This design comes from an exercise in tuning for small area on the open sky130 flow, not from production work.
In this exercise RTL edits were held to simulation tests only and were not proved equivalent to the original.
Power figures rest on the tool's default switching activity, not on a simulated workload. The clock port is modelled as an ideal driver; clocking choices that lean on that would not hold on a real chip.

old:
// chip8
module chip8 (
    input clk,
    input rst,
    output [11:0] mem_addr,
    input [7:0] mem_rdata,
    output uart_tx
);
clock: 10.0 ns
lec_check: 0
cap_margin: 20
core_margin: 2
core_utilization: 65
slew_margin: 20
standard.sh (not shown) runs the stock make flow with config.mk's settings and CLKGATE_MAP_FILE= SYNTH_SCRIPT=/design/flow/synth_recipe.tcl, a recipe that flattens the netlist after the stock synthesis.
==> flow/flow/run.sh <==
#!/bin/bash
# Standard layout with two changes: port buffers use the smallest buffer cell,
# and clock tree synthesis builds larger leaf clusters of clkbuf_16 without
# dummy loads.
set -euo pipefail
export BUFFER_PORTS_ARGS="-buffer_cell sky130_fd_sc_hd__buf_1"
export CTS_ARGS="-sink_clustering_enable -repair_clock_nets -buf_list sky130_fd_sc_hd__clkbuf_16 -sink_clustering_size 36 -sink_clustering_max_diameter 80 -dont_use_dummy_load"
bash standard.sh > standard.log 2>&1
Modified inputs, new compared to old
Settings: setting PLACE_DENSITY to 0.75 for the first time.
--- a/flow/flow/run.sh
+++ b/flow/flow/run.sh
@@ -7 +7 @@
-export CTS_ARGS="-sink_clustering_enable -repair_clock_nets -buf_list sky130_fd_sc_hd__clkbuf_16 -sink_clustering_size 36 -sink_clustering_max_diameter 80 -dont_use_dummy_load"
+export CTS_ARGS="-sink_clustering_enable -repair_clock_nets -buf_list sky130_fd_sc_hd__clkbuf_16 -sink_clustering_size 36 -sink_clustering_max_diameter 50 -dont_use_dummy_load"
--- outcome ---
Of new and old, the lower global routing met3 resource utilization belongs to old.
Taking old over new, the power ratio works out to 0.929.
Detailed route, new vs old: via total higher for new
Comparing new and old, setup slack of the critical path after layout is lower on new.
Sort new and old by layout-stage area growth over the synthesis result asc -> top: old


run A:
chip8, a different RTL version from the one above (not shown whole).
For scale: ~2300 flip-flops, ~0.050 mm² of cells after synthesis.
Design chip8, start of the top module:
module chip8 (
    input clk,
    input rst,
    output [11:0] mem_addr,
    input [7:0] mem_rdata,
    output uart_tx
);
clock: 10.0 ns
lec_check: 0
cap_margin: 20
core_margin: 2
core_utilization: 65
cts_buf_list: sky130_fd_sc_hd__clkbuf_4
slew_margin: 20
run.sh (not shown) runs the stock make flow with config.mk's settings and CLKGATE_MAP_FILE= SYNTH_SCRIPT=/design/flow/synth_recipe.tcl, a recipe that flattens the netlist after the stock synthesis.
Stock flow here: none of the scripts above is used.
Modified inputs, run B compared to run A
Settings: CTS_BUF_LIST: sky130_fd_sc_hd__clkbuf_4 -> unset.
Findings:
In the reports for run B and run A, the larger count of clock-buffer cells in the layout belongs to run A.
On first-iteration DRC count: between run B and run A, it ends up higher for run B.
Layout-stage area growth over the synthesis result: lower on run A
Run B vs run A: summed area of non-filler cells in the final layout up in run B


The RTL this note starts from:
==> flow/design.v <==
module Display (
    input clk,
    input rst,
    output uart_tx,
    input head,           
    input [3:0] t16,      
    input [7:0] knext,    
    input set,
    output busy
);
    localparam F_IDLE = 3'd0;
    localparam F_AA = 3'd1;     
    localparam F_BW = 3'd2;     
    localparam F_CAP = 3'd3;    
    localparam F_RDY = 3'd4;    
    localparam F_55 = 3'd5;     
    localparam C_D = 2'd0;      
    localparam C_AA = 2'd1;
    localparam C_55 = 2'd2;
    localparam C_EC = 2'd3;
    reg [2:0] fs;
    reg [7:0] d;
    reg [7:0] sendk;
    reg [3:0] bc;
    reg [1:0] ch;     
    wire [2:0] bi = bc[2:0];
    wire [7:0] ec = 8'hEC;
    wire cbit = (ch == C_D) ? d[0] :
                (ch == C_AA) ? bi[0] :
                (ch == C_55) ? !bi[0] : ec[bi];
    assign uart_tx = bc[3] ? cbit : (bc != 4'd7);
    assign busy = (fs != F_IDLE);
    wire edge16 = (t16 == 4'd15);
    wire slot_end = (t16[2:0] == 3'd7);
    wire special = (d == 8'hAA) || (d == 8'h55) || (d == 8'hEC);
    wire shift = (fs == F_CAP) || (edge16 && (ch == C_D) && bc[3]);
    wire go = edge16 && (bc == 4'd0) && ((fs == F_AA) || (fs == F_RDY) || (fs == F_55));
    always @(posedge clk) begin
        if (shift) d <= {head, d[7:1]};
    end
    always @(posedge clk) begin
        if (rst) begin
            fs <= F_IDLE;
            sendk <= 0;
            bc <= 0;
            ch <= C_D;
        end else begin
            if (go) bc <= 4'd7;
            else if (edge16 && bc != 0) bc <= bc + 1;
            case (fs)
                F_IDLE: if (set) fs <= F_AA;
                F_AA: if (go) begin
                    ch <= C_AA;
                    fs <= F_BW;
                end
                F_BW: if (slot_end && knext == sendk) fs <= F_CAP;
                F_CAP: if (slot_end) fs <= F_RDY;
                F_RDY: if (go) begin
                    if (special && ch != C_EC) begin
                        ch <= C_EC;
                    end else begin
                        ch <= C_D;
                        sendk <= sendk + 1;
                        fs <= (sendk == 8'd255) ? F_55 : F_BW;
                    end
                end
                F_55: if (go) begin
                    ch <= C_55;
                    fs <= F_IDLE;
                end
                default: fs <= F_IDLE;
            endcase
        end
    end
endmodule
module chip8 (
    input clk,
    input rst,
    output [11:0] mem_addr,
    input [7:0] mem_rdata,
    output uart_tx
);
    localparam S_F0 = 4'd0;      
    localparam S_F1 = 4'd1;      
    localparam S_EX = 4'd2;      
    localparam S_VW = 4'd3;      
    localparam S_VOP = 4'd4;     
    localparam S_DXW = 4'd5;     
    localparam S_DXL = 4'd6;     
    localparam S_DYW = 4'd7;     
    localparam S_DYL = 4'd8;     
    localparam S_RW = 4'd9;      
    localparam S_ROT = 4'd10;    
    localparam S_VFW = 4'd11;    
    localparam S_VFL = 4'd12;    
    localparam S_SHOW = 4'd13;   
    localparam S_WAIT = 4'd14;   
    reg [3:0] state;
    reg [11:0] PC;
    reg [11:0] I;
    reg [7:0] hi;
    reg [5:0] x;
    reg [4:0] y;
    reg cf;          
    reg vclr;
    reg [3:0] t16;
    reg [7:0] kreg;
    wire [2:0] j = t16[2:0];
    wire [7:0] knext = kreg + 8'd61;
    wire slot_end = (j == 3'd7);
    reg [2047:0] scr;
    reg [127:0] vr;
    wire shead = scr[0];
    wire vhead = vr[0];
    wire [3:0] op = hi[7:4];
    wire [3:0] X = hi[3:0];
    wire [3:0] Y = mem_rdata[7:4];
    wire [5:0] dr = {1'b0, kreg[7:3]} - {1'b0, y};
    wire [6:0] dc = {1'b0, kreg[2:0], j} - {1'b0, x};
    wire inrow = !dr[5] && (dr[4:0] < {1'b0, X});    
    wire incol = !dc[6] && (dc[5:3] == 3'd0);
    wire [7:0] kn1 = slot_end ? knext : kreg;
    wire [3:0] ra = kn1[6:3] - y[3:0];
    wire rot = (state == S_RW) || (state == S_ROT);
    assign mem_addr = rot ? (I + {8'd0, ra}) : PC;
    wire [2:0] bsel = (state == S_ROT) ? ~dc[2:0] : j;
    wire rbit = mem_rdata[bsel];
    wire draw = (state == S_ROT) && op[3] && !vclr;
    wire sbit = draw && inrow && incol && rbit;
    wire clear = (state == S_ROT) && (!op[3] || vclr);
    wire snew = !clear && (shead ^ sbit);
    wire vop = (state == S_VOP);
    wire cin = cf && (j != 3'd0);
    wire vsum = op[0] ? (vhead ^ rbit ^ cin) : rbit;   
    wire vnew = vclr ? 1'b0 :
                vop ? vsum :
                (state == S_VFL) ? (cf && (j == 3'd0)) :
                vhead;
    wire [3:0] want = (state == S_DYW) ? Y : (state == S_VFW) ? 4'hF : X;
    wire hit = slot_end && (knext[3:0] == want);
    wire hit0 = slot_end && (knext == 8'd0);
    wire display_busy;
    Display display (
        .clk(clk),
        .rst(rst),
        .uart_tx(uart_tx),
        .head(shead),
        .t16(t16),
        .knext(knext),
        .set(state == S_SHOW),
        .busy(display_busy)
    );
    always @(posedge clk) begin
        scr <= {snew, scr[2047:1]};
        vr <= {vnew, vr[127:1]};
    end
    always @(posedge clk) begin
        t16 <= t16 + 1;
        if (slot_end) kreg <= knext;
        if (rst) begin
            state <= S_RW;
            vclr <= 1;
            PC <= 12'h200;
            I <= 0;
        end else begin
            if (vop) cf <= (vhead & rbit) | (vhead & cin) | (rbit & cin);
            if (sbit && shead) cf <= 1;
            case (state)
                S_F0: begin
                    PC <= PC + 1;
                    state <= S_F1;
                end
                S_F1: begin
                    hi <= mem_rdata;
                    state <= S_EX;
                end
                S_EX: begin
                    state <= S_F0;
                    case (op)
                        4'h0: begin
                            PC <= PC + 1;
                            state <= (mem_rdata[3:0] == 0) ? S_RW : S_SHOW;
                        end
                        4'h1: PC <= {X, mem_rdata};
                        4'h6, 4'h7: state <= S_VW;
                        4'hA: begin
                            I <= {X, mem_rdata};
                            PC <= PC + 1;
                        end
                        4'hD: state <= S_DXW;
                        default: PC <= PC + 1;
                    endcase
                end
                S_VW: if (hit) state <= S_VOP;
                S_VOP: if (slot_end) begin
                    PC <= PC + 1;
                    state <= S_F0;
                end
                S_DXW: if (hit) state <= S_DXL;
                S_DXL: begin
                    if (j < 6) x <= {vhead, x[5:1]};
                    if (slot_end) state <= S_DYW;
                end
                S_DYW: if (hit) state <= S_DYL;
                S_DYL: begin
                    if (j < 5) y <= {vhead, y[4:1]};
                    if (slot_end) begin
                        PC <= PC + 1;
                        hi[3:0] <= mem_rdata[3:0];   
                        cf <= 0;
                        state <= S_RW;
                    end
                end
                S_RW: if (hit0) state <= S_ROT;
                S_ROT: if (hit0) begin
                    vclr <= 0;
                    state <= vclr ? S_F0 : op[3] ? S_VFW : S_SHOW;
                end
                S_VFW: if (hit) state <= S_VFL;
                S_VFL: if (slot_end) state <= S_SHOW;
                S_SHOW: state <= S_WAIT;
                S_WAIT: if (!display_busy) state <= S_F0;
                default: state <= S_F0;
            endcase
        end
    end
endmodule
Settings: LEC_CHECK=0, CAP_MARGIN=20, CORE_MARGIN=2, CORE_UTILIZATION=65, CTS_BUF_LIST=sky130_fd_sc_hd__clkbuf_16, CTS_CLUSTER_DIAMETER=70, CTS_CLUSTER_SIZE=36, SLEW_MARGIN=20; clock period 10.0 ns.
Next try:
==> flow/flow/run.sh (new file) <==
#!/bin/bash
# Standard layout with two changes: port buffers use the smallest buffer cell,
# and clock tree synthesis builds larger leaf clusters of clkbuf_16 without
# dummy loads.
set -euo pipefail
export BUFFER_PORTS_ARGS="-buffer_cell sky130_fd_sc_hd__buf_1"
export CTS_ARGS="-sink_clustering_enable -repair_clock_nets -buf_list sky130_fd_sc_hd__clkbuf_16 -sink_clustering_size 32 -sink_clustering_max_diameter 100 -dont_use_dummy_load"
bash standard.sh > standard.log 2>&1
==> flow/standard.sh (new file) <==
#!/bin/bash
# synth_recipe.tcl (not shown) runs the flow's synth.tcl, then flattens the netlist and writes it again
# the make line also repeats each setting of config.mk as NAME=value (left out here)
make -C /OpenROAD-flow-scripts/flow DESIGN_CONFIG=/design/flow/config.mk WORK_HOME=/design/flow/orfs CLKGATE_MAP_FILE= SYNTH_SCRIPT=/design/flow/synth_recipe.tcl "${@:-finish}"
- CTS_BUF_LIST: sky130_fd_sc_hd__clkbuf_16 -> unset
- CTS_CLUSTER_DIAMETER: 70 -> unset
- CTS_CLUSTER_SIZE: 36 -> unset
removed: flow/run.sh
Via count stays flat; combinational power shrinks by 9.9%; clock power drops by about 5%.

## afterwards: timing with drivers on the ports
How much do the figures lean on ideal ports? The routed layouts below were timed once more, with nothing changed but the port constraints.
Step 1 assumes that a clkbuf_16 drives the clock port and a buf_2 every other input.
Step 2 times the ports against the registers' clock, not the clock port: input delays grow and output delays shrink by t, the midpoint of the rising clock arrivals with the driver on.
Slacks: no drivers / after step 1 / after step 2; pairs: no drivers / after step 1.
| run | t (ns) | slack for setup (ns) | slew at the worst register clock pin (ns) |
|---|---|---|---|
| old | 0.673 | 3.118 / 3.054 / 3.728 | 0.12 / 0.12 |
| new | 0.718 | 3.066 / 3.001 / 3.719 | 0.11 / 0.11 |
| run A | 1.161 | 2.234 / 2.174 / 3.335 | 0.08 / 0.08 |
| run B | 0.819 | 2.589 / 2.520 / 3.339 | 0.09 / 0.09 |
| the first run of note 3 | 0.710 | 2.287 / 2.225 / 2.935 | 0.12 / 0.12 |
| the second run of note 3 | 0.699 | 2.564 / 2.499 / 3.198 | 0.12 / 0.12 |
After both steps setup and hold are still met in every run listed.
